What follows belongs to an exercise in optimizing a design on an open flow for small area and a short achievable clock period; a production flow would make more cautious choices. Where RTL was checked, it was by simulation tests only, not by an equivalence proof against the original. The RTL of runs 1 to 3 was laid out without a check of its function. Power is estimated from default activity; no workload was simulated.

==> design.v <==
module ALU (
    input clk, en,
    input [7:0] a, b,
    input [3:0] s,
    output reg [15:0] y,
    output reg carry, zero
);
reg [7:0] a_in, b_in;
reg [1:0] qh;    
reg [1:0] rh;    
always @(posedge clk, posedge en) begin
    if (en) begin
        a_in <= 0; b_in <= 0;
    end else begin
        a_in <= a; b_in <= b;
    end
end
wire       ib_hz = (b[7:2] == 6'd0);
reg  [1:0] iq, ir;
always @(*) begin
    iq = 2'd0; ir = a[7:6];
    if (ib_hz) begin
        case (b[1:0])
        2'd0: begin iq = 2'd3; ir = a[7:6]; end      
        2'd1: begin iq = a[7:6]; ir = 2'd0; end
        2'd2: begin iq = {1'b0, a[7]}; ir = {1'b0, a[6]}; end
        2'd3: begin iq = {1'b0, &a[7:6]}; ir = (&a[7:6]) ? 2'd0 : a[7:6]; end
        endcase
    end
end
always @(posedge clk) begin
    qh <= iq;
    rh <= ir;
end
wire [9:0] b3 = {1'b0, b_in, 1'b0} + {2'b00, b_in};
wire [7:0] q;
assign q[7:6] = qh;
genvar gi;
generate for (gi = 2; gi < 8; gi = gi + 2) begin : dstep
    localparam W = gi + 2;
    wire [gi-1:0] r;
    wire [W-1:0] t = {r, a_in[7-gi], a_in[6-gi]};
    wire [W:0] d1 = {1'b0, t} - {1'b0, b_in[W-1:0]};
    wire [W-1:0] d2 = {1'b0, t[W-1:1]} - {1'b0, b_in[W-2:0]};
    wire [W:0] d3 = {1'b0, t} - {1'b0, b3[W-1:0]};
    wire hz1, hz2, hz3;
    if (W == 8) begin : last
        assign hz1 = 1'b1;
        assign hz2 = ~b_in[7];
    end else begin : nl
        assign hz1 = (b_in[7:W] == 0);
        assign hz2 = (b_in[7:W-1] == 0);
    end
    assign hz3 = (b3[9:W] == 0);
    wire c1 = hz1 & ~d1[W];
    wire c2 = hz2 & ~d2[W-1];
    wire c3 = hz3 & ~d3[W];
    assign q[7-gi] = c2;
    assign q[6-gi] = c2 ? c3 : c1;
    wire [W-1:0] rn = c3 ? d3[W-1:0] : c2 ? {d2[W-2:0], t[0]} : c1 ? d1[W-1:0] : t;
    if (gi == 2) begin : first
        assign r = rh;
    end else begin : nf
        assign r = dstep[gi-2].rn[gi-1:0];
    end
end endgenerate
wire bz = (b_in == 8'd0);
wire [7:0] quo = bz ? 8'd0 : q;
wire [8:0] sum  = {1'b0, a_in} + {1'b0, b_in};
wire [8:0] dif  = {1'b0, a_in} - {1'b0, b_in};
wire [8:0] inc  = {1'b0, a_in} + 9'd1;
wire [8:0] dec  = {1'b0, a_in} - 9'd1;
wire [15:0] prod;
alu_mul u_mul (.x(a_in), .y(b_in), .p(prod));
wire za = (a_in == 8'd0);
wire [15:0] zf;
assign zf[0]  = ((a_in | b_in) == 8'd0);
assign zf[1]  = (a_in == b_in);
assign zf[2]  = 1'b0;
assign zf[3]  = (a_in == 8'd1);
assign zf[4]  = za | bz;
assign zf[5]  = bz | dif[8];
assign zf[6]  = ((a_in & b_in) == 8'd0);
assign zf[7]  = zf[0];
assign zf[8]  = zf[1];
assign zf[9]  = ((a_in & b_in) == 8'hff);
assign zf[10] = ((a_in | b_in) == 8'hff);
assign zf[11] = (a_in == ~b_in);
assign zf[12] = (a_in[6:0] == 7'd0);
assign zf[13] = (a_in[7:1] == 7'd0);
assign zf[14] = za;
assign zf[15] = za;
wire [15:0] out_y;
wire c, z;
alu_omux u_omux (
    .s(s), .a_in(a_in), .b_in(b_in),
    .sum(sum), .dif(dif), .inc(inc), .dec(dec), .prod(prod), .quo(quo), .zf(zf),
    .out_y(out_y), .c(c), .z(z)
);
always @(posedge clk, posedge en) begin
    if (en) begin
        y <= 0; carry <= 0; zero <= 0;
    end else begin
        y <= out_y; carry <= c; zero <= z;
    end
end
endmodule
module alu_mul (input [7:0] x, input [7:0] y, output [15:0] p);
wire pp_0_0 = x[0] & y[0];
wire pp_0_1 = x[1] & y[0];
wire pp_0_2 = x[2] & y[0];
wire pp_0_3 = x[3] & y[0];
wire pp_0_4 = x[4] & y[0];
wire pp_0_5 = x[5] & y[0];
wire pp_0_6 = x[6] & y[0];
wire pp_0_7 = x[7] & y[0];
wire pp_1_0 = x[0] & y[1];
wire pp_1_1 = x[1] & y[1];
wire pp_1_2 = x[2] & y[1];
wire pp_1_3 = x[3] & y[1];
wire pp_1_4 = x[4] & y[1];
wire pp_1_5 = x[5] & y[1];
wire pp_1_6 = x[6] & y[1];
wire pp_1_7 = x[7] & y[1];
wire pp_2_0 = x[0] & y[2];
wire pp_2_1 = x[1] & y[2];
wire pp_2_2 = x[2] & y[2];
wire pp_2_3 = x[3] & y[2];
wire pp_2_4 = x[4] & y[2];
wire pp_2_5 = x[5] & y[2];
wire pp_2_6 = x[6] & y[2];
wire pp_2_7 = x[7] & y[2];
wire pp_3_0 = x[0] & y[3];
wire pp_3_1 = x[1] & y[3];
wire pp_3_2 = x[2] & y[3];
wire pp_3_3 = x[3] & y[3];
wire pp_3_4 = x[4] & y[3];
wire pp_3_5 = x[5] & y[3];
wire pp_3_6 = x[6] & y[3];
wire pp_3_7 = x[7] & y[3];
wire pp_4_0 = x[0] & y[4];
wire pp_4_1 = x[1] & y[4];
wire pp_4_2 = x[2] & y[4];
wire pp_4_3 = x[3] & y[4];
wire pp_4_4 = x[4] & y[4];
wire pp_4_5 = x[5] & y[4];
wire pp_4_6 = x[6] & y[4];
wire pp_4_7 = x[7] & y[4];
wire pp_5_0 = x[0] & y[5];
wire pp_5_1 = x[1] & y[5];
wire pp_5_2 = x[2] & y[5];
wire pp_5_3 = x[3] & y[5];
wire pp_5_4 = x[4] & y[5];
wire pp_5_5 = x[5] & y[5];
wire pp_5_6 = x[6] & y[5];
wire pp_5_7 = x[7] & y[5];
wire pp_6_0 = x[0] & y[6];
wire pp_6_1 = x[1] & y[6];
wire pp_6_2 = x[2] & y[6];
wire pp_6_3 = x[3] & y[6];
wire pp_6_4 = x[4] & y[6];
wire pp_6_5 = x[5] & y[6];
wire pp_6_6 = x[6] & y[6];
wire pp_6_7 = x[7] & y[6];
wire pp_7_0 = x[0] & y[7];
wire pp_7_1 = x[1] & y[7];
wire pp_7_2 = x[2] & y[7];
wire pp_7_3 = x[3] & y[7];
wire pp_7_4 = x[4] & y[7];
wire pp_7_5 = x[5] & y[7];
wire pp_7_6 = x[6] & y[7];
wire pp_7_7 = x[7] & y[7];
wire w1, w2;
assign w1 = pp_0_6 ^ pp_1_5;
assign w2 = pp_0_6 & pp_1_5;
wire w3, w4;
assign w3 = pp_0_7 ^ pp_1_6 ^ pp_2_5;
assign w4 = (pp_0_7 & pp_1_6) | (pp_2_5 & (pp_0_7 ^ pp_1_6));
wire w5, w6;
assign w5 = pp_3_4 ^ pp_4_3;
assign w6 = pp_3_4 & pp_4_3;
wire w7, w8;
assign w7 = pp_1_7 ^ pp_2_6 ^ pp_3_5;
assign w8 = (pp_1_7 & pp_2_6) | (pp_3_5 & (pp_1_7 ^ pp_2_6));
wire w9, w10;
assign w9 = pp_4_4 ^ pp_5_3;
assign w10 = pp_4_4 & pp_5_3;
wire w11, w12;
assign w11 = pp_2_7 ^ pp_3_6 ^ pp_4_5;
assign w12 = (pp_2_7 & pp_3_6) | (pp_4_5 & (pp_2_7 ^ pp_3_6));
wire w13, w14;
assign w13 = pp_0_4 ^ pp_1_3;
assign w14 = pp_0_4 & pp_1_3;
wire w15, w16;
assign w15 = pp_0_5 ^ pp_1_4 ^ pp_2_3;
assign w16 = (pp_0_5 & pp_1_4) | (pp_2_3 & (pp_0_5 ^ pp_1_4));
wire w17, w18;
assign w17 = pp_3_2 ^ pp_4_1;
assign w18 = pp_3_2 & pp_4_1;
wire w19, w20;
assign w19 = pp_2_4 ^ pp_3_3 ^ pp_4_2;
assign w20 = (pp_2_4 & pp_3_3) | (pp_4_2 & (pp_2_4 ^ pp_3_3));
wire w21, w22;
assign w21 = pp_5_1 ^ pp_6_0 ^ w1;
assign w22 = (pp_5_1 & pp_6_0) | (w1 & (pp_5_1 ^ pp_6_0));
wire w23, w24;
assign w23 = pp_5_2 ^ pp_6_1 ^ pp_7_0;
assign w24 = (pp_5_2 & pp_6_1) | (pp_7_0 & (pp_5_2 ^ pp_6_1));
wire w25, w26;
assign w25 = w3 ^ w5 ^ w2;
assign w26 = (w3 & w5) | (w2 & (w3 ^ w5));
wire w27, w28;
assign w27 = pp_6_2 ^ pp_7_1 ^ w7;
assign w28 = (pp_6_2 & pp_7_1) | (w7 & (pp_6_2 ^ pp_7_1));
wire w29, w30;
assign w29 = w9 ^ w4 ^ w6;
assign w30 = (w9 & w4) | (w6 & (w9 ^ w4));
wire w31, w32;
assign w31 = pp_5_4 ^ pp_6_3 ^ pp_7_2;
assign w32 = (pp_5_4 & pp_6_3) | (pp_7_2 & (pp_5_4 ^ pp_6_3));
wire w33, w34;
assign w33 = w11 ^ w8 ^ w10;
assign w34 = (w11 & w8) | (w10 & (w11 ^ w8));
wire w35, w36;
assign w35 = pp_3_7 ^ pp_4_6 ^ pp_5_5;
assign w36 = (pp_3_7 & pp_4_6) | (pp_5_5 & (pp_3_7 ^ pp_4_6));
wire w37, w38;
assign w37 = pp_6_4 ^ pp_7_3 ^ w12;
assign w38 = (pp_6_4 & pp_7_3) | (w12 & (pp_6_4 ^ pp_7_3));
wire w39, w40;
assign w39 = pp_4_7 ^ pp_5_6 ^ pp_6_5;
assign w40 = (pp_4_7 & pp_5_6) | (pp_6_5 & (pp_4_7 ^ pp_5_6));
wire w41, w42;
assign w41 = pp_0_3 ^ pp_1_2;
assign w42 = pp_0_3 & pp_1_2;
wire w43, w44;
assign w43 = pp_2_2 ^ pp_3_1 ^ pp_4_0;
assign w44 = (pp_2_2 & pp_3_1) | (pp_4_0 & (pp_2_2 ^ pp_3_1));
wire w45, w46;
assign w45 = pp_5_0 ^ w15 ^ w17;
assign w46 = (pp_5_0 & w15) | (w17 & (pp_5_0 ^ w15));
wire w47, w48;
assign w47 = w19 ^ w21 ^ w16;
assign w48 = (w19 & w21) | (w16 & (w19 ^ w21));
wire w49, w50;
assign w49 = w23 ^ w25 ^ w20;
assign w50 = (w23 & w25) | (w20 & (w23 ^ w25));
wire w51, w52;
assign w51 = w27 ^ w29 ^ w24;
assign w52 = (w27 & w29) | (w24 & (w27 ^ w29));
wire w53, w54;
assign w53 = w31 ^ w33 ^ w28;
assign w54 = (w31 & w33) | (w28 & (w31 ^ w33));
wire w55, w56;
assign w55 = w35 ^ w37 ^ w32;
assign w56 = (w35 & w37) | (w32 & (w35 ^ w37));
wire w57, w58;
assign w57 = pp_7_4 ^ w39 ^ w36;
assign w58 = (pp_7_4 & w39) | (w36 & (pp_7_4 ^ w39));
wire w59, w60;
assign w59 = pp_5_7 ^ pp_6_6 ^ pp_7_5;
assign w60 = (pp_5_7 & pp_6_6) | (pp_7_5 & (pp_5_7 ^ pp_6_6));
wire w61, w62;
assign w61 = pp_0_2 ^ pp_1_1;
assign w62 = pp_0_2 & pp_1_1;
wire w63, w64;
assign w63 = pp_2_1 ^ pp_3_0 ^ w41;
assign w64 = (pp_2_1 & pp_3_0) | (w41 & (pp_2_1 ^ pp_3_0));
wire w65, w66;
assign w65 = w13 ^ w43 ^ w42;
assign w66 = (w13 & w43) | (w42 & (w13 ^ w43));
wire w67, w68;
assign w67 = w14 ^ w45 ^ w44;
assign w68 = (w14 & w45) | (w44 & (w14 ^ w45));
wire w69, w70;
assign w69 = w18 ^ w47 ^ w46;
assign w70 = (w18 & w47) | (w46 & (w18 ^ w47));
wire w71, w72;
assign w71 = w22 ^ w49 ^ w48;
assign w72 = (w22 & w49) | (w48 & (w22 ^ w49));
wire w73, w74;
assign w73 = w26 ^ w51 ^ w50;
assign w74 = (w26 & w51) | (w50 & (w26 ^ w51));
wire w75, w76;
assign w75 = w30 ^ w53 ^ w52;
assign w76 = (w30 & w53) | (w52 & (w30 ^ w53));
wire w77, w78;
assign w77 = w34 ^ w55 ^ w54;
assign w78 = (w34 & w55) | (w54 & (w34 ^ w55));
wire w79, w80;
assign w79 = w38 ^ w57 ^ w56;
assign w80 = (w38 & w57) | (w56 & (w38 ^ w57));
wire w81, w82;
assign w81 = w40 ^ w59 ^ w58;
assign w82 = (w40 & w59) | (w58 & (w40 ^ w59));
wire w83, w84;
assign w83 = pp_6_7 ^ pp_7_6 ^ w60;
assign w84 = (pp_6_7 & pp_7_6) | (w60 & (pp_6_7 ^ pp_7_6));
wire [15:0] ra = {1'b0, pp_7_7, w83, w81, w79, w77, w75, w73, w71, w69, w67, w65, w63, pp_2_0, pp_0_1, pp_0_0};
wire [15:0] rb = {1'b0, w84, w82, w80, w78, w76, w74, w72, w70, w68, w66, w64, w62, w61, pp_1_0, 1'b0};
assign p = ra + rb;
endmodule
module alu_omux (
    input [3:0] s,
    input [7:0] a_in, b_in,
    input [8:0] sum, dif, inc, dec,
    input [15:0] prod,
    input [7:0] quo,
    input [15:0] zf,
    output [15:0] out_y,
    output c, z
);
wire g_ar = (s[3:2] == 2'd0);                  
wire s4   = (s == 4'd4);
wire s5   = (s == 4'd5);
wire s12  = (s == 4'd12);
wire s13  = (s == 4'd13);
wire s14  = (s == 4'd14);
wire s15  = (s == 4'd15);
reg [3:0] tt;
always @(*) begin
    case (s)
    4'd6:  tt = 4'b1000;
    4'd7:  tt = 4'b1110;
    4'd8:  tt = 4'b0110;
    4'd9:  tt = 4'b0111;
    4'd10: tt = 4'b0001;
    4'd11: tt = 4'b1001;
    default: tt = 4'b0000;
    endcase
end
reg [8:0] ar;
always @(*) begin
    case (s[1:0])
    2'd0: ar = sum;
    2'd1: ar = dif;
    2'd2: ar = inc;
    default: ar = dec;
    endcase
end
wire [8:0] arg = g_ar ? ar : 9'd0;
wire [7:0] lut;
wire [7:0] shl = (s12 | s15) ? {a_in[6:0], s15 & a_in[7]} : 8'd0;
wire [7:0] shr = (s13 | s14) ? {s14 & a_in[0], a_in[7:1]} : 8'd0;
genvar j;
generate for (j = 0; j < 8; j = j + 1) begin : lbit
    assign lut[j] = tt[{a_in[j], b_in[j]}];
end endgenerate
wire [15:0] md = s4 ? prod : s5 ? {8'd0, quo} : 16'd0;
assign out_y = {md[15:9], md[8] | arg[8], md[7:0] | arg[7:0] | lut | shl | shr};
assign c = arg[8] | (s12 & a_in[7]) | (s13 & a_in[0]);
assign z = zf[s];
endmodule
==> flow/run.sh <==
#!/bin/bash
# Layout flow: the standard flow, with two changes.
#  - ABC maps the logic with an area-oriented script (flow/abc.script)
#    instead of ORFS's delay-oriented one.
#  - Ports are buffered with buf_2 cells rather than the buffer cell that
#    buffer_ports picks by itself.
set -euo pipefail
here=$(pwd)
rm -rf "$here/scripts"
cp -r "$FLOW_HOME/scripts" "$here/scripts"
cp "$here/flow/abc.script" "$here/scripts/abc_speed.script"
bash standard.sh SCRIPTS_DIR="$here/scripts" \
  "BUFFER_PORTS_ARGS=-buffer_cell sky130_fd_sc_hd__buf_2" finish > "$here/flow_make.log" 2>&1
==> flow/abc.script <==
strash
dch
map -a
topo
==> standard.sh <==
#!/bin/bash
# synth_recipe.tcl (not shown) runs the flow's synth.tcl, then flattens the netlist and writes it again
# the make line also repeats each setting of config.mk as NAME=value (left out here)
make -C /OpenROAD-flow-scripts/flow DESIGN_CONFIG=/design/flow/config.mk WORK_HOME=/design/flow/orfs CLKGATE_MAP_FILE= SYNTH_SCRIPT=/design/flow/synth_recipe.tcl "${@:-finish}"
==> config.mk <==
export PLATFORM = sky130hd
export DESIGN_NAME = ALU
export DESIGN_NICKNAME = ALU
export VERILOG_FILES = /design/flow/design.v
export SDC_FILE = /design/flow/constraint.sdc
export NUM_CORES = 4
export LEC_CHECK = 0
export CAP_MARGIN = 20
export CORE_MARGIN = 2
export CORE_UTILIZATION = 40
export SLEW_MARGIN = 20
export SYNTH_HIERARCHICAL = 1
export SYNTH_MINIMUM_KEEP_SIZE = 0
==> constraint.sdc <==
create_clock -name core_clock -period 30.0 [get_ports {clk}]
set_input_delay 6.0000 -clock core_clock [delete_from_list [all_inputs] [get_ports {clk}]]
set_output_delay 6.0000 -clock core_clock [all_outputs]
set_load 0.01 [all_outputs]
==> summary.txt, run 1 <==
The port buffer count was 39. For the met1 usage in global routing, the log shows 33.2%. Post-CTS repair changed the size of 0 cells.

By instance count, the cell type seen most on the critical path is clkinv_1. OpenSTA, run right after detailed placement, puts the worst setup slack at 21.95 ns. The post-route fraction of the period consumed by the critical path is 26.1%, and the average via count per standard cell is 5.44. The width of the chip was 135 um; the final setup TNS was 0 ns. Walking the worst path, the cells encountered are buf_2 > clkinv_1 > nor2_1 > a22oi_1 > clkinv_1 > o21ai_0 > o2111ai_1.

At the worst endpoint, the required time is 30.20 ns. For this design, the CTS-stage hold fixing added 0 buffers. Of the synthesized area, sequential elements account for 13.5%.

The maximum clock frequency is 128 MHz. Initial antenna violation count: 0. The most congested layer reported by global routing was met2.

The largest net degree at the start of global routing came out at 35. The tools report the kind of capture point of the worst setup path as a register. After detailed placement, the design holds a cell count of 1,209. In this run the power density over the cells is 43.4 nW/um2. Together, buffers and inverters on the worst path number 3. Setup repair after global routing left no endpoint under its margin.

In the synthesized netlist, the number of instances is 940. The starting utilization of the core area is 40.4%. For this run, the slowest stage of the critical path takes 0.83 ns. TritonCTS built the clock tree. The run finished with no timing, DRC or antenna violations. Clock-pin slew was measured on the worst setup and hold paths at 0.06 ns. For met2 alone, demand over resource in global routing was 35.3%. After clock tree synthesis, the setup repair step added 0 buffers. The final RePlAce weighted congestion came out at 0.953. The static power due to leakage came out at 3.31 nW. The area overhead of the layout relative to synthesis is 10.4%, and the worst-margin pin slew is 1.05 ns. The type of element launching the critical path was an input port. The setup-violating endpoint count in the final report was 0. Setup slack on the critical path of the routed design comes to 22.17 ns. The tools report the number of vias in the routed layout as 6,620. During I/O placement, the number of pins put on the boundary was 40. The remaining design rule violation count is 0, and the post-detailed-placement half-perimeter wirelength is 16,000 um. The final number of hold-violating endpoints is 0. Number of distinct library cells after synthesis: 38. The run gives 0.29 ns as the clock insertion delay at the later pin of the skew report. Hold is met by 0.814 ns. The min-delay analysis places its worst path in the category register to register.

The run gives 32,600 um as the wire length of the first global-routing pass. The slowest stage of the critical path is the nor2_1 cell. The share of final-layout standard cells stronger than drive strength 1 came out at 6.95%. The share of synthesized flip-flops with an asynchronous set or reset works out to 89.5%. The floorplan die area was 18,300 um2. The cell sitting at the root of the clock tree is a clkbuf_16.

The maximum fanout along the worst path is 16, and the final instance area is 7610 um2. The number of global-route vias before repair is 6,133. Type of the worst setup path: input port to register. For the final number of max-transition violations, the log shows 0. Global routing used 22.7% of the available tracks. Once layout is complete, the utilization of the core stands at 44.6%. The number of warning messages in the yosys log is 8, and the relative slew slack is 29.5%. The first detailed-routing pass took 7 iterations. The number of buffers on the longest clock path was 2; the TritonCTS buffer count was 5. Between clock sinks in the finished design, the worst skew comes to 0.00473 ns. For the deepest level of the CTS H-tree, the log shows 2. Max-capacitance violation count: 0.

Across all register-to-register paths, the minimum setup slack is 22.23 ns. Counting flops and latches in the post-synthesis netlist gives 38. The post-layout instance count excluding filler cells is 1,218, and the core area is 17,100 um2. Counting flops with a built-in enable in the synthesized netlist gives 0. Synthesis produced a netlist with a net count of 1,116. The logs give 569 for the violation count after the first detailed-route iteration and 0.330 mW for the overall power consumption.

The category of cells accounting for the largest share of critical-path delay was simple AND/OR/NAND/NOR gates. 0 antenna diodes ended up in the layout. In this run the cell area of the synthesized design comes to 6900 um2. The run gives 3.18% as the global routing met3 resource utilization.

The instance area after placement is 7410 um2, and the routed wire length is 20,100 um. The average wire length per cell after detail routing came out at 16.5 um. For this run the aggregate overflow at the end of global routing stands at 0. The most used flip-flop cell after synthesis is dfrtp_1. For the number of cell rows, the log shows 48. In this run the mean area of a mapped cell was 7.34 um2. IR analysis of the VDD net gives a maximum drop of 0.0000325 V. The die is 135 um tall. For the residual antenna-violating net count after detailed routing, the log shows 0. Data on the critical path arrives at its endpoint at 8.03 ns. For the clock sink count, the log shows 38. The final-stage net count is 1,168, and the shortest clock period the worst path allows after layout is 7.83 ns.
==> Yosys stat by module (local to each module, per instance) <==
module    flip-flops and latches  copies in the design  cell area [um2]  cells inside
ALU                           38                     1             4140           512
alu_mul                        0                     1             1860           254
alu_omux                       0                     1              897           174
==> cells in the mapped netlist, drive strengths merged (2+ instances only) <==
cell type  count  share of area, %
a211oi         5              0.54
a21boi         2              0.22
a21o           5              0.64
a21oi         87               6.3
a22oi         18               2.0
a31oi         12               1.1
a32o           6              0.87
and2           3              0.33
and3           2              0.22
clkinv       180               9.8
dfrtp         34                12
dfxtp          4               1.2
fa            45                13
ha           109                20
nand2         99               5.4
nand3         28               2.0
nand4         15               1.4
nor2         128               7.0
nor3          11              0.80
nor3b          2              0.22
nor4           6              0.54
o2111ai        5              0.64
o211a          2              0.29
o211ai         4              0.44
o21a           4              0.44
o21ai         51               3.7
o21bai         6              0.65
o221ai         3              0.38
o22ai          3              0.27
o31ai          4              0.44
or2            2              0.18
xnor2         13               1.7
xor2          37               4.7
==> power breakdown <==
group | internal, mW | switching, mW
sequential | 0.0552 | 0.00600
combinational | 0.0764 | 0.123
clock | 0.0478 | 0.0221
total | 0.179 | 0.151
==> cells in the final DEF (no fill, tap or decap), types with 11 or more instances in the layout <==
cell and count:
nand3_1 28, nand4_1 15, xnor2_1 13, nor3_1 11, buf_2 40, a21oi_1 87
nand2_1 99, clkinv_1 180, fa_1 45, a31oi_1 12, ha_1 109, a22oi_1 18
nor2_1 127, dfrtp_1 34, o21ai_0 51, xor2_1 37
==> layer usage <==
metal / part of all wire (%) / wire [um]
met2: 44 / 8840
met4: 2.2 / 437
met1: 48 / 9620
met3: 6.2 / 1250
met5: 0 / 0
==> path summary, 6_finish.rpt <==
check	cells after the start	startpoint	to
setup / recovery	7	s[1]	y[5]$_DFF_PP0_
hold / removal	3	a_in[2]$_DFF_PP0_	y[3]$_DFF_PP0_
setup reg to reg	40	b_in[2]$_DFF_PP0_	y[0]$_DFF_PP0_
hold reg to reg	3	a_in[2]$_DFF_PP0_	y[3]$_DFF_PP0_
max in group asynchronous	3	en	a_in[6]$_DFF_PP0_
min in group asynchronous	3	en	y[8]$_DFF_PP0_
==> layout make-up <==
type | count | area, um2
Clock inverter | 3 | 68.8
Inverter | 180 | 676
Multi-Input combinational cell | 721 | 5280
Tap cell | 225 | 282
Sequential cell | 38 | 931
Fill cell | 1781 | 9450
Clock buffer | 5 | 125
Timing Repair Buffer | 46 | 245
==> flip-flops by register name (all words and copies together) (netlist names) <==
signal,flops
y,16
a_in,8
b_in,8
qh,2
rh,2
carry,1
zero,1
==> cell families after synthesis <==
kind of cell	count (synthesis)	synth area share, %
and+or+nand+nor	296	18.0
AOI/OAI and AO/OA	220	19.3
buffers and inverters	181	9.91
adders and majority gates	154	32.8
xor gates and xnor gates	50	6.35
DFF	38	13.5
other	1	0.0544
==> tightest hold or removal path, stage by stage, from the launching register on <==
cell and delay, ns:
dfrtp_1 0.33, buf_4 0.26, a21oi_1 0.11, o2111ai_1 0.06
==> inputs of run 2 (changes only) <==
--- a/design.v
+++ b/design.v
@@ -17,16 +17,12 @@
 end
 wire       ib_hz = (b[7:2] == 6'd0);
-reg  [1:0] iq, ir;
-always @(*) begin
-    iq = 2'd0; ir = a[7:6];
-    if (ib_hz) begin
-        case (b[1:0])
-        2'd0: begin iq = 2'd3; ir = a[7:6]; end      
-        2'd1: begin iq = a[7:6]; ir = 2'd0; end
-        2'd2: begin iq = {1'b0, a[7]}; ir = {1'b0, a[6]}; end
-        2'd3: begin iq = {1'b0, &a[7:6]}; ir = (&a[7:6]) ? 2'd0 : a[7:6]; end
-        endcase
-    end
-end
+wire [1:0] iq = !ib_hz          ? 2'd0 :
+                (b[1:0] == 2'd0) ? 2'd3 :          
+                (b[1:0] == 2'd1) ? a[7:6] :
+                (b[1:0] == 2'd2) ? {1'b0, a[7]} : {1'b0, &a[7:6]};
+wire [1:0] ir = !ib_hz          ? a[7:6] :
+                (b[1:0] == 2'd0) ? a[7:6] :
+                (b[1:0] == 2'd1) ? 2'd0 :
+                (b[1:0] == 2'd2) ? {1'b0, a[6]} : ((&a[7:6]) ? 2'd0 : a[7:6]);
 always @(posedge clk) begin
     qh <= iq;
@@ -318,25 +314,11 @@
 wire s14  = (s == 4'd14);
 wire s15  = (s == 4'd15);
-reg [3:0] tt;
-always @(*) begin
-    case (s)
-    4'd6:  tt = 4'b1000;
-    4'd7:  tt = 4'b1110;
-    4'd8:  tt = 4'b0110;
-    4'd9:  tt = 4'b0111;
-    4'd10: tt = 4'b0001;
-    4'd11: tt = 4'b1001;
-    default: tt = 4'b0000;
-    endcase
-end
-reg [8:0] ar;
-always @(*) begin
-    case (s[1:0])
-    2'd0: ar = sum;
-    2'd1: ar = dif;
-    2'd2: ar = inc;
-    default: ar = dec;
-    endcase
-end
+wire [3:0] tt = (s == 4'd6)  ? 4'b1000 :
+                (s == 4'd7)  ? 4'b1110 :
+                (s == 4'd8)  ? 4'b0110 :
+                (s == 4'd9)  ? 4'b0111 :
+                (s == 4'd10) ? 4'b0001 :
+                (s == 4'd11) ? 4'b1001 : 4'b0000;
+wire [8:0] ar = s[1] ? (s[0] ? dec : inc) : (s[0] ? dif : sum);
 wire [8:0] arg = g_ar ? ar : 9'd0;
 wire [7:0] lut;
==> flow/run.sh (replaced) <==
#!/bin/bash
# Layout flow: the standard flow, with two changes.
#  - ABC maps the logic with an area-oriented script (flow/abc.script)
#    instead of ORFS's delay-oriented one.
#  - Timing repair aims at a setup slack of 23.2 ns (a 6.8 ns cycle).
#  - Ports are buffered with buf_2 cells rather than the buffer cell that
#    buffer_ports picks by itself.
set -euo pipefail
here=$(pwd)
rm -rf "$here/scripts"
cp -r "$FLOW_HOME/scripts" "$here/scripts"
cp "$here/flow/abc.script" "$here/scripts/abc_speed.script"
bash standard.sh SCRIPTS_DIR="$here/scripts" \
  "BUFFER_PORTS_ARGS=-buffer_cell sky130_fd_sc_hd__buf_2" SETUP_SLACK_MARGIN=23.2 finish > "$here/flow_make.log" 2>&1
==> summary.txt, run 2 <==
The flow ran to the end and the layout has no timing, DRC or antenna violations. In the post-synthesis netlist, the cell with the most instances is clkinv_1. The port buffer count came out at 39 (unchanged).

The routed wire length is 21,600 um (+7.3%). The width of the chip works out to 135 um (+0.15%). Share of synthesized flip-flops with an asynchronous set or reset: 89.5% (unchanged). The library cells used most frequently in the layout, excluding fill and tap cells, are clkinv_1, nor2_1, ha_1.

For the post-synthesis sequential area ratio, the log shows 13.5% (-0.042 points). Number of warning messages in the yosys log: 7 (-1). Clock insertion delay at the later pin of the skew report: 0.30 ns (about the same).

Leaving out fill and tap cells, the most frequent cell in the layout is clkinv_1. The height of the chip was 135 um (+0.15%); the post-synthesis instance total was 936 (-0.43%). The iteration count of the initial detailed-routing pass is 5 (-2), and the number of buffers inserted for hold repair after clock tree synthesis is 0 (unchanged). Relative slew slack: 30.0% (+0.42 points). The run gives 16,400 um (+2.1%) as the post-detailed-placement half-perimeter wirelength. The average via count per standard cell was 5.53 (+1.7%). The tools report the start point of the worst min-delay path as qh[1]$_SDFF_PP0_. The tools report the final number of hold-violating endpoints as 0 (unchanged). For the final clock skew, the log shows 0.0144 ns (+0.00963 ns). The floorplan die area was 18,400 um2 (+0.30%). Post-layout instance count excluding filler cells: 1,244 (+2.1%). The shortest clock period the worst path allows after layout was 6.87 ns (-0.960 ns).

The largest total area in the synthesized netlist belongs to ha_1. The number of top-level pins is 40 (unchanged), and the initial antenna violation count is 0 (unchanged). After synthesis, the cell types taking the most area are ha_1, fa_1, dfrtp_1.

The tools report the launch point of the worst reg-to-reg path as b_in[1]$_DFF_PP0_. The flip-flop count of the largest register, all copies and words added was 16 (unchanged); the TritonCTS buffer count was 5 (unchanged). The data required time at the worst endpoint is 30.15 ns (-0.05 ns). The setup path with the least slack is of type input port to register.

The critical path launch point was s[1]. The tools report the maximum clock frequency as 145 MHz (+14%). The tools report the type of element launching the critical path as an input port. For the combined area of all synthesized cells, the log shows 6920 um2 (+0.31%). The average cell area after synthesis was 7.39 um2 (+0.74%). The number of cell rows was 48 (unchanged); the violation count after the first detailed-route iteration was 526 (-7.6%). Data arrival at the endpoint of the critical path: 7.03 ns (-1.00 ns). The starting utilization of the core area is 40.4% (about the same), and the worst-margin pin slew is 1.05 ns (-0.00248 ns). Residual antenna-violating net count after detailed routing: 0 (unchanged). For the number of distinct library cells after synthesis, the log shows 38 (unchanged).

The post-synthesis net count was 1,112 (-0.36%); the final setup TNS was 0 ns (unchanged). The final number of max-transition violations was 0 (unchanged). The final RePlAce weighted congestion was 0.921 (-3.3%). The tools report the setup-violating endpoint count in the final report as 0 (unchanged). For the largest net degree at the start of global routing, the log shows 35 (unchanged). The path class of the tightest hold or removal check is register to register.

TritonCTS built the clock tree. Register bit total from synthesis: 38 (unchanged). More flip-flops sit in one register than any other, and that register is y. The logs give 0.0000298 V (-8.2%) for the maximum vdd drop and 2 (unchanged) for the deepest level of the CTS H-tree. For the number of buffers on the longest clock path, the log shows 2 (unchanged). The tools report the number of vias in the routed layout as 6,876 (+3.9%). Setup repair after global routing could not meet its margin everywhere.

Power per unit of standard cell area: 41.6 nW/um2 (-4.1%). The run gives 0 (unchanged) as the max-capacitance violation count. For the core area, the log shows 17,100 um2 (+0.35%). The top-area cell type share of the netlist area was 19.7% (-0.061 points); the wire length of the first global-routing pass was 34,200 um (+5.1%). In the synthesized netlist the dominant register cell turns out to be dfrtp_1. Global router's overall resource usage: 23.9% (+1.3 points). The maximum fanout along the worst path works out to 15 (-1). The clock sink count is 38 (unchanged).

Counting instances in the post-synthesis netlist gives the leading cell types as clkinv_1, nor2_1, ha_1, nand2_1, a21oi_1. Number of instances in the placed design: 1,204 (-0.41%). The tree is rooted in a clkbuf_16. For the final global-route overflow total, the log shows 0 (unchanged). The clock edge transition at the registers on the reported setup and hold paths was 0.07 ns (about the same).

The largest registers in the layout are y: 16 flops, a_in: 8 flops, b_in: 8 flops. The number of antenna repair diodes is 0 (unchanged), and the number of enable-type register cells in the synthesized netlist is 0 (unchanged). For the remaining design rule violation count, the log shows 0 (unchanged). The kind of capture point of the worst setup path is a register.

The final-stage net count is 1,194 (+2.2%), and the area overhead of the layout relative to synthesis is 20.9%. The average wire length per cell after detail routing is 17.4 um (+5.0%), and the share of final-layout standard cells stronger than drive strength 1 is 17.5% (+11 points). The static power due to leakage was 3.65 nW (+11%); the post-route fraction of the period consumed by the critical path was 22.9% (-3.2 points). For the number of global-route vias before repair, the log shows 6,413 (+4.6%).
-- run 2: cell types whose count changed after synthesis, moves of 7 or more --
cell | before | now
a31oi_1 | 12 | 4
nand2_1 | 99 | 92
nor3_1 | 11 | 18
a22o_2 | 0 | 16
a21oi_1 | 87 | 79
clkinv_1 | 180 | 173
nor2_1 | 128 | 144
-- run 2: worst max-delay path, cell delays in order --
cell and delay (ns):
buf_12 0.12, clkinv_4 0.06, nor2_4 0.04, buf_12 0.14, a22o_2 0.23, o21ai_1 0.28
nand4_1 0.14
-- run 2: stage by stage --
stage,utilization (%),hold slack (ns),area [um2],power [mW],setup slack (ns)
finish,48.8,0.686,8360,0.348,23.13
global route,48.8,0.756,8360,0.378,23.09
CTS,47.8,0.680,8180,0.344,23.12
detailed placement,44.1,0.670,7550,0.264,22.24
global placement,44.1,0.665,7550,0.264,22.28
floorplan,-,0.569,7050,0.214,22.87
-- run 2: routing by layer --
| metal | GRT usage, % | vias to the layer above | share of wire [%] |
|---|---|---|---|
| met5 | 0 | - | 0 |
| met4 | 7.58 | 0 | 3.6 |
| met3 | 3.52 | 48 | 7.1 |
| met2 | 37.2 | 258 | 44 |
| met1 | 34.2 | 3256 | 45 |
| li1 | - | 3314 | - |
-- run 2: area by class of cell --
class,count,area [um2]
Inverter,173,743
Tap cell,225,282
Multi-Input combinational cell,726,5570
Fill cell,1714,8760
Timing Repair Buffer,74,626
Clock buffer,5,125
Clock inverter,3,68.8
Sequential cell,38,942
-- run 2: worst paths after layout --
| kind | depth (start not counted) | slack (ns) | end |
|---|---|---|---|
| max in group asynchronous | 3 | 23.83 | b_in[0]$_DFF_PP0_ |
| hold / removal | 4 | 0.69 | y[7]$_DFF_PP0_ |
| setup / recovery | 7 | 23.13 | y[3]$_DFF_PP0_ |
| setup reg to reg | 36 | 23.59 | y[0]$_DFF_PP0_ |
| hold reg to reg | 4 | 0.69 | y[7]$_DFF_PP0_ |
| min in group asynchronous | 3 | 5.80 | b_in[4]$_DFF_PP0_ |
-- run 2: modules after synthesis (local to each module, per instance) --
module,times used,cells,flip-flops and latches
alu_mul,1,254,0
ALU,1,518,38
alu_omux,1,164,0
-- run 2: report_power, final --
part           internal, mW  total (mW)  switching, mW
clock network        0.0479      0.0724         0.0245
logic                0.0834       0.215          0.131
registers            0.0554      0.0609        0.00557
total                 0.187       0.348          0.161
-- run 2: logic make-up (layout without fill, tap and decap cells) --
group	count (synthesis)	after routing	share of synthesized area, %
buf+inv	174	255	9.50
xor+xnor	48	48	6.08
simple gates	311	313	18.9
other cells	1	1	0.0542
flops	38	38	13.5
fa+ha+maj	154	154	32.7
compound gates	210	210	19.2
-- run 2: repair_timing --
item                                    CTS  global route
pin swaps                                17            12
endpoints found under the setup margin   24            24
gates resized for setup                  57            39
buffers inserted                         20             9
cloned                                    3             0
==> inputs of run 3 (changes only) <==
==> flow/run.sh (replaced) <==
#!/bin/bash
# Layout flow: the standard flow, with two changes.
#  - ABC maps the logic with an area-oriented script (flow/abc.script)
#    instead of ORFS's delay-oriented one.
#  - Timing repair aims at a setup slack of 22.5 ns (a 7.5 ns cycle).
#  - Ports are buffered with buf_2 cells rather than the buffer cell that
#    buffer_ports picks by itself.
set -euo pipefail
here=$(pwd)
rm -rf "$here/scripts"
cp -r "$FLOW_HOME/scripts" "$here/scripts"
cp "$here/flow/abc.script" "$here/scripts/abc_speed.script"
bash standard.sh SCRIPTS_DIR="$here/scripts" \
  "BUFFER_PORTS_ARGS=-buffer_cell sky130_fd_sc_hd__buf_2" SETUP_SLACK_MARGIN=22.5 finish > "$here/flow_make.log" 2>&1
==> summary.txt, run 3 <==
The run finished with no timing, DRC or antenna violations. The number of global-route vias before repair came out at 6,189 (-3.5%). The number of warning messages in the yosys log was 7 (unchanged). The final setup TNS is 0 ns (unchanged), and the final number of max-transition violations is 0 (unchanged). The remaining design rule violation count is 0 (unchanged).

Number of buffers on the longest clock path: 2 (unchanged). The wire length of the first global-routing pass is 32,500 um (-4.9%). The library cells used most frequently in the layout, excluding fill and tap cells, are clkinv_1, nor2_1, ha_1. Final-stage net count: 1,168 (-2.2%).

The area overhead of the layout relative to synthesis is 11.9%. The top-area cell type share of the netlist area came out at 19.7% (unchanged). Worst hold-check slack: 0.699 ns (+0.0136 ns).

STA classifies the critical path startpoint as an input port. The average wire length per cell after detail routing works out to 16.6 um (-4.3%). Number of enable-type register cells in the synthesized netlist: 0 (unchanged). The average via count per standard cell is 5.37 (-2.9%), and the maximum clock frequency is 136 MHz (-6.8%). The height of the chip was 135 um (unchanged); the max-capacitance violation count was 0 (unchanged).

The number of vias in the routed layout was 6,538 (-4.9%); the deepest level of the CTS H-tree was 2 (unchanged). The register bit total from synthesis came out at 38 (unchanged). For this run, the leading register cell type out of synthesis is dfrtp_1. The static power due to leakage came out at 3.41 nW (-6.6%). The run gives 1,112 (unchanged) as the post-synthesis net count.

The final number of hold-violating endpoints is 0 (unchanged), and the floorplan die area is 18,400 um2 (unchanged). Type of the worst setup path: input port to register. The tools report the iteration count of the initial detailed-routing pass as 5 (unchanged). The library cell used most frequently in the layout, excluding fill and tap cells, is clkinv_1. The residual antenna-violating net count after detailed routing is 0 (unchanged), and the TritonCTS buffer count is 5 (unchanged).

The number of cell rows was 48 (unchanged). For the post-detailed-placement half-perimeter wirelength, the log shows 15,900 um (-2.6%). The port buffer count came out at 39 (unchanged). The run gives 40.4% (unchanged) as the starting utilization of the core area. The worst setup path is captured at a register.

Clock edge transition at the registers on the reported setup and hold paths: 0.06 ns (about the same). The share of final-layout standard cells stronger than drive strength 1 was 10.8% (-6.7 points); the combined area of all synthesized cells was 6920 um2 (unchanged). The number of filler cells placed in the layout is 1,729 (+0.88%), and the number of antenna repair diodes is 0 (unchanged). Number of top-level pins: 40 (unchanged).

The average cell area after synthesis works out to 7.39 um2 (unchanged). The share of synthesized flip-flops with an asynchronous set or reset came out at 89.5% (unchanged). The maximum fanout along the worst path is 15 (unchanged). The maximum vdd drop is 0.0000274 V (-8.0%), and the final global-route overflow total is 0 (unchanged). The most common cell in the synthesized netlist is clkinv_1.

The number of distinct library cells after synthesis is 38 (unchanged). Setup repair after global routing left no endpoint under its margin. The power per unit of standard cell area was 42.5 nW/um2 (+2.2%). The tools report the violation count after the first detailed-route iteration as 523 (-0.57%). Post-synthesis instance total: 936 (unchanged). Clock sink count: 38 (unchanged). The run gives 0 (unchanged) as the initial antenna violation count. Ranked by total cell area, the synthesized netlist is headed by ha_1, fa_1, dfrtp_1.

The number of buffers inserted for hold repair after clock tree synthesis is 0 (unchanged). More flip-flops sit in one register than any other, and that register is y. The worst-margin pin slew is 0.829 ns (-0.221 ns). For the routed wire length, the log shows 20,300 um (-6.3%). The largest net degree at the start of global routing is 35 (unchanged). For the final instance area, the log shows 7740 um2 (-7.4%).

After synthesis, the most frequently instantiated cells are clkinv_1, nor2_1, ha_1, nand2_1, a21oi_1. Width of the chip: 135 um (unchanged). In this run the clock root is driven by a clkbuf_16. The run gives 1,218 (-2.1%) as the post-layout instance count excluding filler cells.

Post-route fraction of the period consumed by the critical path: 24.6% (+1.7 points). Global router's overall resource usage: 22.7% (-1.2 points). For the final RePlAce weighted congestion, the log shows 0.916 (-0.56%). The overall power consumption came out at 0.329 mW (-5.4%). TritonCTS built the clock tree. ha_1 takes more of the synthesized area than any other cell. In the final layout, the registers with the most flip-flops are y: 16 flops, a_in: 8 flops, b_in: 8 flops. The shortest clock period the worst path allows after layout is 7.37 ns (+0.500 ns).

The run gives 1,205 (+0.083%) as the number of instances in the placed design. The clock insertion delay at the later pin of the skew report was 0.30 ns (about the same). The post-synthesis sequential area ratio is 13.5% (unchanged). For the setup-violating endpoint count in the final report, the log shows 0 (unchanged). The data arrival at the endpoint of the critical path is 7.59 ns (+0.56 ns), and the core area is 17,100 um2 (unchanged). The path category of the worst min-delay check is register to register. The final clock skew is 0.00982 ns (-0.00455 ns), and the relative slew slack is 44.7% (+15 points). The flip-flop count of the largest register, all copies and words added works out to 16 (unchanged).

The data required time at the worst endpoint is 30.22 ns (+0.07 ns), and the instance area after placement is 7440 um2 (-1.5%).
run 3: cell types whose count changed in the layout (fill, tap and decap cells not counted), sizes merged:
cell / previous run / this run
buf: 73 / 50
clkinv: 162 / 170
inv: 7 / 1
clkinvlp: 5 / 2
clkbuf: 5 / 7
nor2: 146 / 144
bufbuf: 1 / 0
bufinv: 2 / 1
run 3: power by group:
part           switching, mW  total, mW  internal [mW]
Sequential           0.00528     0.0606         0.0553
Clock                 0.0226     0.0642         0.0416
Combinational          0.127      0.204         0.0777
run 3: routing by layer:
metal | share of wire, % | global-route usage (%)
met1 | 48 | 32.1
met2 | 44 | 35.6
met3 | 5.6 | 3.89
met4 | 2.2 | 6.48
met5 | 0 | 0
run 3: area by class of cell:
cell class / count / area (um2) / area share (%)
Multi-Input combinational cell: 724 / 5410 / 69.9
Sequential cell: 38 / 937 / 12.1
Inverter: 173 / 662 / 8.55
Tap cell: 225 / 282 / 3.64
Timing Repair Buffer: 50 / 278 / 3.59
Clock buffer: 7 / 143 / 1.84
Clock inverter: 1 / 30.0 / 0.388
run 3: cells by family after synthesis:
group / share of synthesized area (%)
other: 0.0542
XOR/XNOR: 6.08
flip-flops: 13.5
buffers and inverters: 9.50
AND/OR/NAND/NOR: 18.9
AO/OA/AOI/OAI: 19.2
adder cells (fa/ha/maj): 32.7
run 3: through the flow:
stage	worst slack, ns	utilization (%)
3_5_place_dp	21.81	43.5
3_3_place_gp	21.82	43.5
6_report	22.63	45.2
2_1_floorplan	22.54	-
5_1_grt	22.53	45.2
4_1_cts	22.53	44.7
run 3: what timing repair did:
item | 4_1_cts | 5_1_grt
gates resized for setup | 10 | 16
endpoints found under the setup margin | 8 | 8
pin swaps | 1 | 2
setup buffers | 0 | 5
run 3: path summary, 6_finish.rpt:
path                                          end  slack (ns)  cells after the start         startpoint
worst min register to register     y[7]$_DFF_PP0_        0.70                      4   qh[1]$_SDFF_PP0_
worst max-delay path               y[0]$_DFF_PP0_       22.63                      7               s[0]
min in group asynchronous       b_in[4]$_DFF_PP0_        5.80                      3                 en
worst max register to register     y[0]$_DFF_PP0_       23.20                     34  b_in[2]$_DFF_PP0_
max in group asynchronous       b_in[3]$_DFF_PP0_       23.84                      3                 en
worst min-delay path               y[7]$_DFF_PP0_        0.70                      4   qh[1]$_SDFF_PP0_
run 3: critical path, stage by stage:
cell	delay (ns)
buf_2	0.15
clkinv_1	0.20
nor2_2	0.55
o21ai_1	0.33
nor2_1	0.17
a311oi_1	0.07
nand4_1	0.13
run 3: per-module statistics from Yosys (local to each module, per instance):
module / times used / cells / cell area [um2]
ALU: 1 / 518 / 4130
alu_mul: 1 / 254 / 1860
alu_omux: 1 / 164 / 925
==> inputs of run 4 (changes only) <==
--- a/design.v
+++ b/design.v
@@ -29,4 +29,34 @@
     rh <= ir;
 end
+wire [7:0] quo;
+alu_div u_div (.a_in(a_in), .b_in(b_in), .qh(qh), .rh(rh), .quo(quo));
+wire [8:0] sum, dif, inc, dec;
+wire [15:0] zf;
+alu_arith u_arith (.a_in(a_in), .b_in(b_in), .sum(sum), .dif(dif), .inc(inc), .dec(dec), .zf(zf));
+wire [15:0] prod;
+alu_mul u_mul (.x(a_in), .y(b_in), .p(prod));
+wire [15:0] pre_y;
+wire pre_c, z;
+alu_omux u_omux (
+    .s(s), .a_in(a_in), .b_in(b_in),
+    .sum(sum), .dif(dif), .inc(inc), .dec(dec), .prod(prod), .zf(zf),
+    .out_y(pre_y), .c(pre_c), .z(z)
+);
+wire [15:0] out_y;
+alu_qmerge u_qm (.s(s), .pre(pre_y[7:0]), .quo(quo), .y(out_y[7:0]));
+assign out_y[15:8] = pre_y[15:8];
+always @(posedge clk, posedge en) begin
+    if (en) begin
+        y <= 0; carry <= 0; zero <= 0;
+    end else begin
+        y <= out_y; carry <= pre_c; zero <= z;
+    end
+end
+endmodule
+module alu_div (
+    input [7:0] a_in, b_in,
+    input [1:0] qh, rh,
+    output [7:0] quo
+);
 wire [9:0] b3 = {1'b0, b_in, 1'b0} + {2'b00, b_in};
 wire [7:0] q;
@@ -61,14 +91,34 @@
     end
 end endgenerate
-wire bz = (b_in == 8'd0);
-wire [7:0] quo = bz ? 8'd0 : q;
-wire [8:0] sum  = {1'b0, a_in} + {1'b0, b_in};
-wire [8:0] dif  = {1'b0, a_in} - {1'b0, b_in};
-wire [8:0] inc  = {1'b0, a_in} + 9'd1;
-wire [8:0] dec  = {1'b0, a_in} - 9'd1;
-wire [15:0] prod;
-alu_mul u_mul (.x(a_in), .y(b_in), .p(prod));
+assign quo = (b_in == 8'd0) ? 8'd0 : q;
+endmodule
+module alu_arith (
+    input [7:0] a_in, b_in,
+    output [8:0] sum, dif, inc, dec,
+    output [15:0] zf
+);
+wire [8:0] ca, cs, ci, cd;    
+assign ca[0] = 1'b0;
+assign cs[0] = 1'b1;
+assign ci[0] = 1'b1;
+assign cd[0] = 1'b0;
+genvar j;
+generate for (j = 0; j < 8; j = j + 1) begin : rc
+    wire x = a_in[j] ^ b_in[j];
+    assign sum[j]  = x ^ ca[j];
+    assign ca[j+1] = (a_in[j] & b_in[j]) | (ca[j] & x);
+    assign dif[j]  = ~x ^ cs[j];
+    assign cs[j+1] = (a_in[j] & ~b_in[j]) | (cs[j] & ~x);
+    assign inc[j]  = a_in[j] ^ ci[j];
+    assign ci[j+1] = a_in[j] & ci[j];
+    assign dec[j]  = ~(a_in[j] ^ cd[j]);
+    assign cd[j+1] = a_in[j] | cd[j];
+end endgenerate
+assign sum[8] = ca[8];
+assign dif[8] = ~cs[8];
+assign inc[8] = ci[8];
+assign dec[8] = ~cd[8];
 wire za = (a_in == 8'd0);
-wire [15:0] zf;
+wire bz = (b_in == 8'd0);
 assign zf[0]  = ((a_in | b_in) == 8'd0);
 assign zf[1]  = (a_in == b_in);
@@ -87,18 +137,12 @@
 assign zf[14] = za;
 assign zf[15] = za;
-wire [15:0] out_y;
-wire c, z;
-alu_omux u_omux (
-    .s(s), .a_in(a_in), .b_in(b_in),
-    .sum(sum), .dif(dif), .inc(inc), .dec(dec), .prod(prod), .quo(quo), .zf(zf),
-    .out_y(out_y), .c(c), .z(z)
+endmodule
+module alu_qmerge (
+    input [3:0] s,
+    input [7:0] pre, quo,
+    output [7:0] y
 );
-always @(posedge clk, posedge en) begin
-    if (en) begin
-        y <= 0; carry <= 0; zero <= 0;
-    end else begin
-        y <= out_y; carry <= c; zero <= z;
-    end
-end
+wire s5 = (s == 4'd5);
+assign y = pre | (quo & {8{s5}});
 endmodule
 module alu_mul (input [7:0] x, input [7:0] y, output [15:0] p);
@@ -302,5 +346,4 @@
     input [8:0] sum, dif, inc, dec,
     input [15:0] prod,
-    input [7:0] quo,
     input [15:0] zf,
     output [15:0] out_y,
@@ -309,5 +352,4 @@
 wire g_ar = (s[3:2] == 2'd0);                  
 wire s4   = (s == 4'd4);
-wire s5   = (s == 4'd5);
 wire s12  = (s == 4'd12);
 wire s13  = (s == 4'd13);
@@ -329,5 +371,5 @@
     assign lut[j] = tt[{a_in[j], b_in[j]}];
 end endgenerate
-wire [15:0] md = s4 ? prod : s5 ? {8'd0, quo} : 16'd0;
+wire [15:0] md = s4 ? prod : 16'd0;
 assign out_y = {md[15:9], md[8] | arg[8], md[7:0] | arg[7:0] | lut | shl | shr};
 assign c = arg[8] | (s12 & a_in[7]) | (s13 & a_in[0]);
==> flow/run.sh (replaced) <==
#!/bin/bash
# Layout flow: the standard flow (standard.sh) with these changes:
#  - ABC maps the logic with an area-oriented script (flow/abc.script)
#    instead of ORFS's delay-oriented one;
#  - timing repair aims at a setup slack of 22.8 ns, so that it sizes and
#    buffers the critical paths (the constraints themselves are unchanged);
#  - ports are buffered with buf_2 cells rather than the buffer cell that
#    buffer_ports picks by itself.
set -euo pipefail
here=$(pwd)
rm -rf "$here/scripts"
cp -r "$FLOW_HOME/scripts" "$here/scripts"
cp "$here/flow/abc.script" "$here/scripts/abc_speed.script"
bash standard.sh SCRIPTS_DIR="$here/scripts" \
  "BUFFER_PORTS_ARGS=-buffer_cell sky130_fd_sc_hd__buf_2" \
  SETUP_SLACK_MARGIN=22.8 finish > "$here/flow_make.log" 2>&1
==> flow/abc.script (replaced) <==
strash
&get -n
&dch -f
&nf -R 1000
&put
topo
--- a/config.mk
+++ b/config.mk
@@ -8,6 +8,4 @@
 export CAP_MARGIN = 20
 export CORE_MARGIN = 2
-export CORE_UTILIZATION = 40
+export CORE_UTILIZATION = 55
 export SLEW_MARGIN = 20
-export SYNTH_HIERARCHICAL = 1
-export SYNTH_MINIMUM_KEEP_SIZE = 0
==> summary.txt, run 4 <==
The run finished with no timing, DRC or antenna violations. The port buffer count was 39 (unchanged); the combinational power share was 56.2% (-5.9 points). TritonCTS built the clock tree. The floorplan die area was 12,200 um2 (-33%); the worst-margin pin slew was 0.780 ns (-0.0492 ns). The logs give 0 (unchanged) for the final number of max-transition violations and 35 (unchanged) for the largest net degree at the start of global routing. The core area is 10,900 um2 (-36%). The maximum clock frequency was 138 MHz (+1.5%). The max-capacitance violation count was 0 (unchanged); the deepest level of the CTS H-tree was 2 (unchanged). For the static power due to leakage, the log shows 3.37 nW (-1.3%).

The width of the chip works out to 111 um (-18%). The top-area cell type share of the netlist area was 23.9% (+4.1 points); the post-synthesis sequential area ratio was 14.9% (+1.5 points). The run gives 0.955 (+4.2%) as the final RePlAce weighted congestion. The clock group share of total power was 23.9% (+4.4 points); the portion of total power attributed to sequential cells was 19.9% (+1.5 points). The post-route fraction of the period consumed by the critical path was 24.2% (-0.37 points). The clock edge transition at the registers on the reported setup and hold paths came out at 0.07 ns (about the same).

The root buffer cell was clkbuf_16. Initial antenna violation count: 0 (unchanged). Type of element launching the critical path: an input port. The setup-violating endpoint count in the final report was 0 (unchanged).

The most frequent standard cell in the layout excluding fill and tap cells is ha_1. The logs give 725 (-23%) for the post-synthesis instance total and 0 (unchanged) for the residual antenna-violating net count after detailed routing. Final setup TNS: 0 ns (unchanged). The number of instances on the worst hold path was 2 (-2); the number of cell rows was 38 (-21%). Final number of hold-violating endpoints: 0 (unchanged).

The share of synthesized area spent on multiplexers is 0.662% (+0.66 points), and the average cell area after synthesis is 8.61 um2 (+16%). Setup repair after global routing could not meet its margin everywhere. The primary flip-flop cell chosen by synthesis mapping is dfrtp_1.

The fraction of the mapped netlist area in compound gates is 18.5% (-0.72 points), and the simple logic cell fraction of the synthesized area is 15.4% (-3.6 points). The logs give 0 (unchanged) for the number of antenna repair diodes and 0.0000446 V (+63%) for the maximum vdd drop. The count of cells along the worst register-to-register path came out at 31 (-8.8%).

The met2 wire length was 9290 um (+3.3%); the global router's overall resource usage was 33.5% (+11 points). The post-synthesis net count is 923 (-17%), and the shortest clock period the worst path allows after layout is 7.26 ns (-0.110 ns). Share of synthesized flip-flops with an asynchronous set or reset: 89.5% (unchanged). The top metal layer carrying routed signals is met4.

The remaining design rule violation count is 0 (unchanged). The final global-route overflow total came out at 0 (unchanged). The final clock skew was 0.0173 ns (+0.00748 ns). By area the synthesized netlist is led by ha_1, fa_1, dfrtp_1. The logs give 48.0% (+3.3 points) for the relative slew slack and 0.31 ns (about the same) for the clock insertion delay at the later pin of the skew report. The tools report the number of buffers on the longest clock path as 2 (unchanged). The tools report the number of global-route vias before repair as 5,839 (-5.7%).

The maximum fanout along the worst path was 10 (-5); the number of enable-type register cells in the synthesized netlist was 0 (unchanged). Counting instances in the post-synthesis netlist gives the leading cell types as ha_1, nand2_1, a21oi_1, clkinv_1, fa_1. The largest registers in the layout are y: 16 flops, a_in: 8 flops, b_in: 8 flops. Type of the worst setup path: input port to register. The XOR/XNOR share of the synthesized area is 4.07% (-2.0 points). The starting utilization of the core area was 57.1% (+17 points); the number of distinct library cells after synthesis was 45 (+18%). For the number of buffers inserted for hold repair after clock tree synthesis, the log shows 0 (unchanged). Ranked by flip-flop count, first place goes to y. For the data arrival at the endpoint of the critical path, the log shows 7.42 ns (-0.17 ns). The routed wire length was 20,100 um (-0.92%); the height of the chip was 111 um (-18%). After synthesis, the largest family of logic cells by area is adder cells. The run gives 1610 um (+41%) as the amount of wire on met3 after detailed routing.

The tools report the combined area of all synthesized cells as 6240 um2 (-9.8%). The wire length of the first global-routing pass came out at 32,000 um (-1.8%). The violation count after the first detailed-route iteration came out at 514 (-1.7%). The switching share of power is 42.9% (-4.1 points), and the post-detailed-placement half-perimeter wirelength is 14,900 um (-6.3%).

The length of routed wiring on met1 was 8430 um (-13%). The adder-cell share of the synthesized area came out at 42.1% (+9.4 points). The logs give 998 (-15%) for the final-stage net count and 30.16 ns (-0.06 ns) for the data required time at the worst endpoint.

The average via count per standard cell is 6.28 (+17%), and the average wire length per cell after detail routing is 21.3 um (+28%). The switching power summed over all nets was 0.132 mW (-15%). The share of final-layout standard cells stronger than drive strength 1 was 15.4% (+4.6 points). The power per unit of standard cell area works out to 41.7 nW/um2 (-2.0%).

Iteration count of the initial detailed-routing pass: 5 (unchanged). The area overhead of the layout relative to synthesis was 18.1%. The number of top-level pins was 40 (unchanged); the flip-flop count of the largest register, all copies and words added was 16 (unchanged).

By instance count, the leading cell after synthesis is ha_1. The TritonCTS buffer count came out at 5 (unchanged). The final standard cell utilization of the core is 67.4% (+22 points), and the number of vias in the routed layout is 5,910 (-9.6%).

The clock sink count was 38 (unchanged). The number of warning messages in the yosys log is 1 (-6), and the register bit total from synthesis is 38 (unchanged). The top cell types in the final layout, fill and taps aside, are ha_1, nand2_1, a21oi_1.

The path category of the worst min-delay check was register to register. Internal power: 0.175 mW (+0.45%). STA classifies the critical path endpoint as a register. Library cell with the largest summed area after synthesis: ha_1.
-- run 4: through the flow --
stage	instance area, um2	worst slack (ns)	instances	hold slack (ns)	power [mW]
6_report	7370	22.74	941	0.617	0.307
5_1_grt	7370	22.70	941	0.674	0.333
4_1_cts	7180	22.78	933	0.622	0.304
3_5_place_dp	6700	21.94	909	0.638	0.224
3_3_place_gp	6700	21.90	909	0.631	0.222
2_1_floorplan	6290	22.81	725	0.441	0.180
-- run 4: final cells by class --
class                           count  area, um2
Multi-Input combinational cell    615       5250
Sequential cell                    38        938
Clock inverter                      3       68.8
Timing Repair Buffer               68        532
Fill cell                         935       3560
Inverter                           72        285
Clock buffer                        5        125
Tap cell                          140        175
-- run 4: repair_timing --
item / in CTS / in global routing
pin swaps: 5 / 11
cloned: 0 / 1
resized for setup: 44 / 38
buffers inserted: 16 / 7
endpoints found under the setup margin: 9 / 8
-- run 4: power groups by stage --
stage                     Combinational (mW)  Clock (mW)  Sequential, mW
after CTS                              0.169      0.0739          0.0608
after floorplan                        0.118           0          0.0622
after global routing                   0.196      0.0754          0.0615
after global placement                 0.160           0          0.0616
final                                  0.173      0.0734          0.0611
after detailed placement               0.163           0          0.0616
-- run 4: kinds of logic after synthesis --
| group | after synthesis |
|---|---|
| compound gates | 193 |
| xor+xnor | 29 |
| fa+ha+maj | 176 |
| buf+inv | 72 |
| flops | 38 |
| mux | 4 |
| simple gates | 213 |
-- run 4: per-layer routing --
layer | vias up | GRT usage [%]
met5 | - | 0
met4 | 0 | 13.3
met3 | 52 | 5.54
met2 | 258 | 52.4
met1 | 2877 | 46.5
li1 | 2723 | -
-- run 4: path summary, 6_finish.rpt --
path,startpoint,endpoint,slack (ns)
min in group asynchronous,en,a_in[6]$_DFF_PP0_,5.79
worst min-delay path,qh[0]$_SDFF_PP0_,y[6]$_DFF_PP0_,0.62
worst max-delay path,s[0],y[4]$_DFF_PP0_,22.74
max in group asynchronous,en,a_in[4]$_DFF_PP0_,23.82
worst min register to register,qh[0]$_SDFF_PP0_,y[6]$_DFF_PP0_,0.62
worst max register to register,b_in[0]$_DFF_PP0_,y[0]$_DFF_PP0_,23.37
-- run 4: worst max-delay path, stage by stage --
cell and delay (ns):
buf_8 0.13, nor2_4 0.19, buf_6 0.14, buf_6 0.10, a221oi_1 0.06, o211ai_1 0.15
o211ai_1 0.15, a221oi_2 0.29, o221ai_1 0.20
==> inputs of run 5 (changes only) <==
--- a/flow/run.sh
+++ b/flow/run.sh
@@ -1,4 +1,7 @@
 #!/bin/bash
 # Layout flow: the standard flow (standard.sh) with these changes:
+#  - synthesis leaves adders to ABC: no full/half-adder cell extraction
+#    (ADDER_MAP_FILE empty) and no Kogge-Stone carry lookahead map
+#    (SYNTH_OPERATIONS_ARGS replaces the -extra-map default);
 #  - ABC maps the logic with an area-oriented script (flow/abc.script)
 #    instead of ORFS's delay-oriented one;
@@ -13,4 +16,5 @@
 cp "$here/flow/abc.script" "$here/scripts/abc_speed.script"
 bash standard.sh SCRIPTS_DIR="$here/scripts" \
+  ADDER_MAP_FILE= SYNTH_OPERATIONS_ARGS=-nofsm \
   "BUFFER_PORTS_ARGS=-buffer_cell sky130_fd_sc_hd__buf_2" \
   SETUP_SLACK_MARGIN=22.8 finish > "$here/flow_make.log" 2>&1
==> summary.txt, run 5 <==
The final RePlAce weighted congestion is 1.05 (+10%). The iteration count of the initial detailed-routing pass is 7 (+2). The fraction of the mapped netlist area in compound gates is 23.7% (+5.2 points). In the synthesized netlist the dominant register cell turns out to be dfrtp_1. The area overhead of the layout relative to synthesis is 19.2%. The type of the worst setup path is input port to register.

The remaining design rule violation count is 0 (unchanged). The global router's overall resource usage was 35.9% (+2.4 points); the data arrival at the endpoint of the critical path was 7.40 ns (-0.02 ns). The core area came out at 9640 um2 (-12%). The largest registers in the layout are y: 16 flops, a_in: 8 flops, b_in: 8 flops.

The power per unit of standard cell area was 41.6 nW/um2 (-0.11%); the final setup TNS was 0 ns (unchanged). The data required time at the worst endpoint was 30.25 ns (+0.09 ns). In the layout the commonest cells are nand2_1, nor2_1, xnor2_1. The run gives 17.3% (+2.4 points) as the post-synthesis sequential area ratio. The port buffer count is 39 (unchanged). The most common cell in the synthesized netlist is nand2_1. The tree is rooted in a clkbuf_8. Number of filler cells placed in the layout: 843 (-9.8%).

The final number of max-transition violations was 0 (unchanged). The run gives 0.0201 ns (+0.00279 ns) as the final clock skew. The flip-flop count of the largest register, all copies and words added is 16 (unchanged), and the adder-cell share of the synthesized area is 6.52% (-36 points). The violation count after the first detailed-route iteration is 533 (+3.7%). The average via count per standard cell is 6.33 (+0.72%). The average wire length per cell after detail routing is 19.7 um (-7.6%).

Setup repair after global routing could not meet its margin everywhere. The final global-route overflow total is 0 (unchanged). Ranked by flip-flop count, first place goes to y. The maximum fanout along the worst path came out at 13 (+3). The post-route fraction of the period consumed by the critical path was 23.9% (-0.36 points); the routed wire length was 19,300 um (-3.8%). The number of buffers on the longest clock path came out at 2 (unchanged).

The tools report the initial antenna violation count as 0 (unchanged). The run gives 36 (-5.3%) as the number of cell rows. Most congested layer reported by global routing: met2. The kind of capture point of the worst setup path is a register. The tools report the relative slew slack as 42.5% (-5.5 points).

The wire length of the first global-routing pass was 29,500 um (-7.8%); the combined area of all synthesized cells was 5380 um2 (-14%). After synthesis, the largest family of logic cells by area is simple AND/OR/NAND/NOR gates. The run gives 0 (unchanged) as the setup-violating endpoint count in the final report. STA classifies the critical path startpoint as an input port. The shortest clock period the worst path allows after layout is 7.16 ns (-0.108 ns), and the clock sink count is 38 (unchanged).

The tools report the number of distinct library cells after synthesis as 49 (+8.9%). The register bit total from synthesis was 38 (unchanged); the width of the chip was 103 um (-6.9%). For the residual antenna-violating net count after detailed routing, the log shows 0 (unchanged).

The number of global-route vias before repair is 5,811 (-0.48%). The run finished with no timing, DRC or antenna violations. Largest net degree at the start of global routing: 35 (unchanged). The TritonCTS buffer count came out at 5 (unchanged).

TritonCTS built the clock tree. The static power due to leakage is 2.40 nW (-29%). The maximum vdd drop came out at 0.0000318 V (-29%). The height of the chip came out at 103 um (-6.9%). The clock edge transition at the registers on the reported setup and hold paths is 0.10 ns (+0.03 ns). The share of synthesized area spent on multiplexers was 0.931% (+0.27 points). The number of top-level pins was 40 (unchanged). Path category of the worst min-delay check: register to register.

The number of warning messages in the yosys log is 1 (unchanged). Library cell with the largest summed area after synthesis: dfrtp_1. The number of antenna repair diodes came out at 0 (unchanged). For the deepest level of the CTS H-tree, the log shows 2 (unchanged). By count the netlist is led by nand2_1, nor2_1, xnor2_1, o21ai_0, a21oi_1. The run gives 6,199 (+4.9%) as the number of vias in the routed layout.

The simple logic cell fraction of the synthesized area was 26.6% (+11 points); the met2 global-route usage was 64.2% (+12 points). The tools report the floorplan die area as 10,600 um2 (-13%). Leaving out fill and tap cells, the most frequent cell in the layout is nand2_1.

Yosys attributes the largest share of cell area to dfrtp_1, xnor2_1, xor2_1. The run gives 55.8% (-1.3 points) as the starting utilization of the core area. The tools report the post-synthesis net count as 793 (-14%).

The final standard cell utilization of the core is 66.5% (-0.93 points), and the share of synthesized flip-flops with an asynchronous set or reset is 89.5% (unchanged). The worst-margin pin slew is 0.862 ns (+0.0818 ns), and the met1 usage in global routing is 42.9% (-3.7 points). The run gives 771 (+6.3%) as the post-synthesis instance total.

The XOR/XNOR share of the synthesized area works out to 23.1% (+19 points). The number of enable-type register cells in the synthesized netlist is 0 (unchanged), and the post-detailed-placement half-perimeter wirelength is 13,600 um (-9.1%). The clock insertion delay at the later pin of the skew report was 0.31 ns (about the same); the top-area cell type share of the netlist area was 15.8% (-8.0 points). Maximum clock frequency: 140 MHz (+1.5%). The average cell area after synthesis came out at 6.97 um2 (-19%). The share of final-layout standard cells stronger than drive strength 1 was 12.3% (-3.1 points). The logs give 0 (unchanged) for the max-capacitance violation count and 5.76% (+0.22 points) for the global routing met3 resource utilization. For the final-stage net count, the log shows 868 (-13%).

The final number of hold-violating endpoints came out at 0 (unchanged).
run 5: repair_timing:
action / 4_1_cts / 5_1_grt
pin swaps: 0 / 10
setup endpoints to repair: 10 / 8
cloned: 0 / 2
setup buffers: 3 / 7
resized for setup: 25 / 39
hold buffers: 0 / 0
run 5: per-layer routing:
layer | vias to the layer above | routed length, um
li1 | 2900 | -
met1 | 2888 | 7520
met2 | 322 | 9470
met3 | 89 | 1480
met4 | 0 | 853
met5 | - | 0
run 5: power breakdown:
part           total (mW)  switching, mW  internal [mW]
Combinational       0.160         0.0932         0.0670
Clock              0.0479         0.0233         0.0246
Sequential         0.0586        0.00352         0.0551
Total               0.267          0.120          0.147
run 5: layout make-up:
type                    count  area (um2)  area share [%]
clock buffers               5        68.8            1.07
well taps                 133         166            2.60
repair buffers             68         533            8.32
clock inverters             3        40.0           0.625
multi-input cells         707        4550            71.1
flip-flops and latches     38         932            14.5
inverters                  26         114            1.78
run 5: per-stage QoR:
step / setup WS, ns / hold WS [ns] / cell area [um2] / cells / total power [mW]
after detailed placement: 21.96 / 0.518 / 5900 / 960 / 0.210
after CTS: 22.80 / 0.557 / 6130 / 971 / 0.259
after global routing: 22.72 / 0.616 / 6410 / 980 / 0.284
after floorplan: 22.76 / 0.428 / 5420 / 771 / 0.175
after global placement: 22.12 / 0.549 / 5900 / 960 / 0.206
final: 22.84 / 0.596 / 6410 / 980 / 0.267
run 5: final timing paths:
| path | startpoint | to | depth (start not counted) | slack [ns] |
|---|---|---|---|---|
| setup / recovery | s[0] | zero$_DFF_PP0_ | 7 | 22.84 |
| hold / removal | qh[1]$_SDFF_PP0_ | y[7]$_DFF_PP0_ | 2 | 0.60 |
| setup reg to reg | b_in[2]$_DFF_PP0_ | y[0]$_DFF_PP0_ | 28 | 23.06 |
| hold reg to reg | qh[1]$_SDFF_PP0_ | y[7]$_DFF_PP0_ | 2 | 0.60 |
| max in group asynchronous | en | b_in[1]$_DFF_PP0_ | 3 | 23.88 |
| min in group asynchronous | en | b_in[7]$_DFF_PP0_ | 3 | 5.77 |
run 5: cells by family after synthesis:
group | after synthesis
xor+xnor | 142
buf+inv | 26
simple gates | 319
fa+ha+maj | 35
mux | 5
flops | 38
compound gates | 206
run 5: worst max-delay path, stage by stage:
cell and delay, ns:
buf_16 0.14, inv_16 0.09, nand2_8 0.07, or3_1 0.33
or4_4 0.48, a31o_1 0.20, nand4_1 0.08

[port drivers added, routing unchanged]
In the flow no input, the clock included, has a driving cell. The finished layouts below were timed again as built, in two steps.
Step 1, drivers: a clkbuf_16 drives clk and a buf_2 each remaining input, both assumed.
Step 2, shift: input delay + t, output delay - t, t = (earliest + latest rising clock arrival at the registers) / 2. This alone moves slack from input paths to output paths.
Three values: ideal ports, drivers, drivers and shift; two values: the first two.
run | t, ns | setup slack, ns
run 1 | 0.323 | 22.167 / 22.183 / 21.861
run 2 | 0.329 | 23.127 / 23.091 / 22.774
run 3 | 0.333 | 22.626 / 22.645 / 22.312
run 4 | 0.339 | 22.736 / 22.676 / 22.337
run 5 | 0.339 | 22.844 / 22.788 / 22.450
After both steps setup and hold are still met in every run listed.
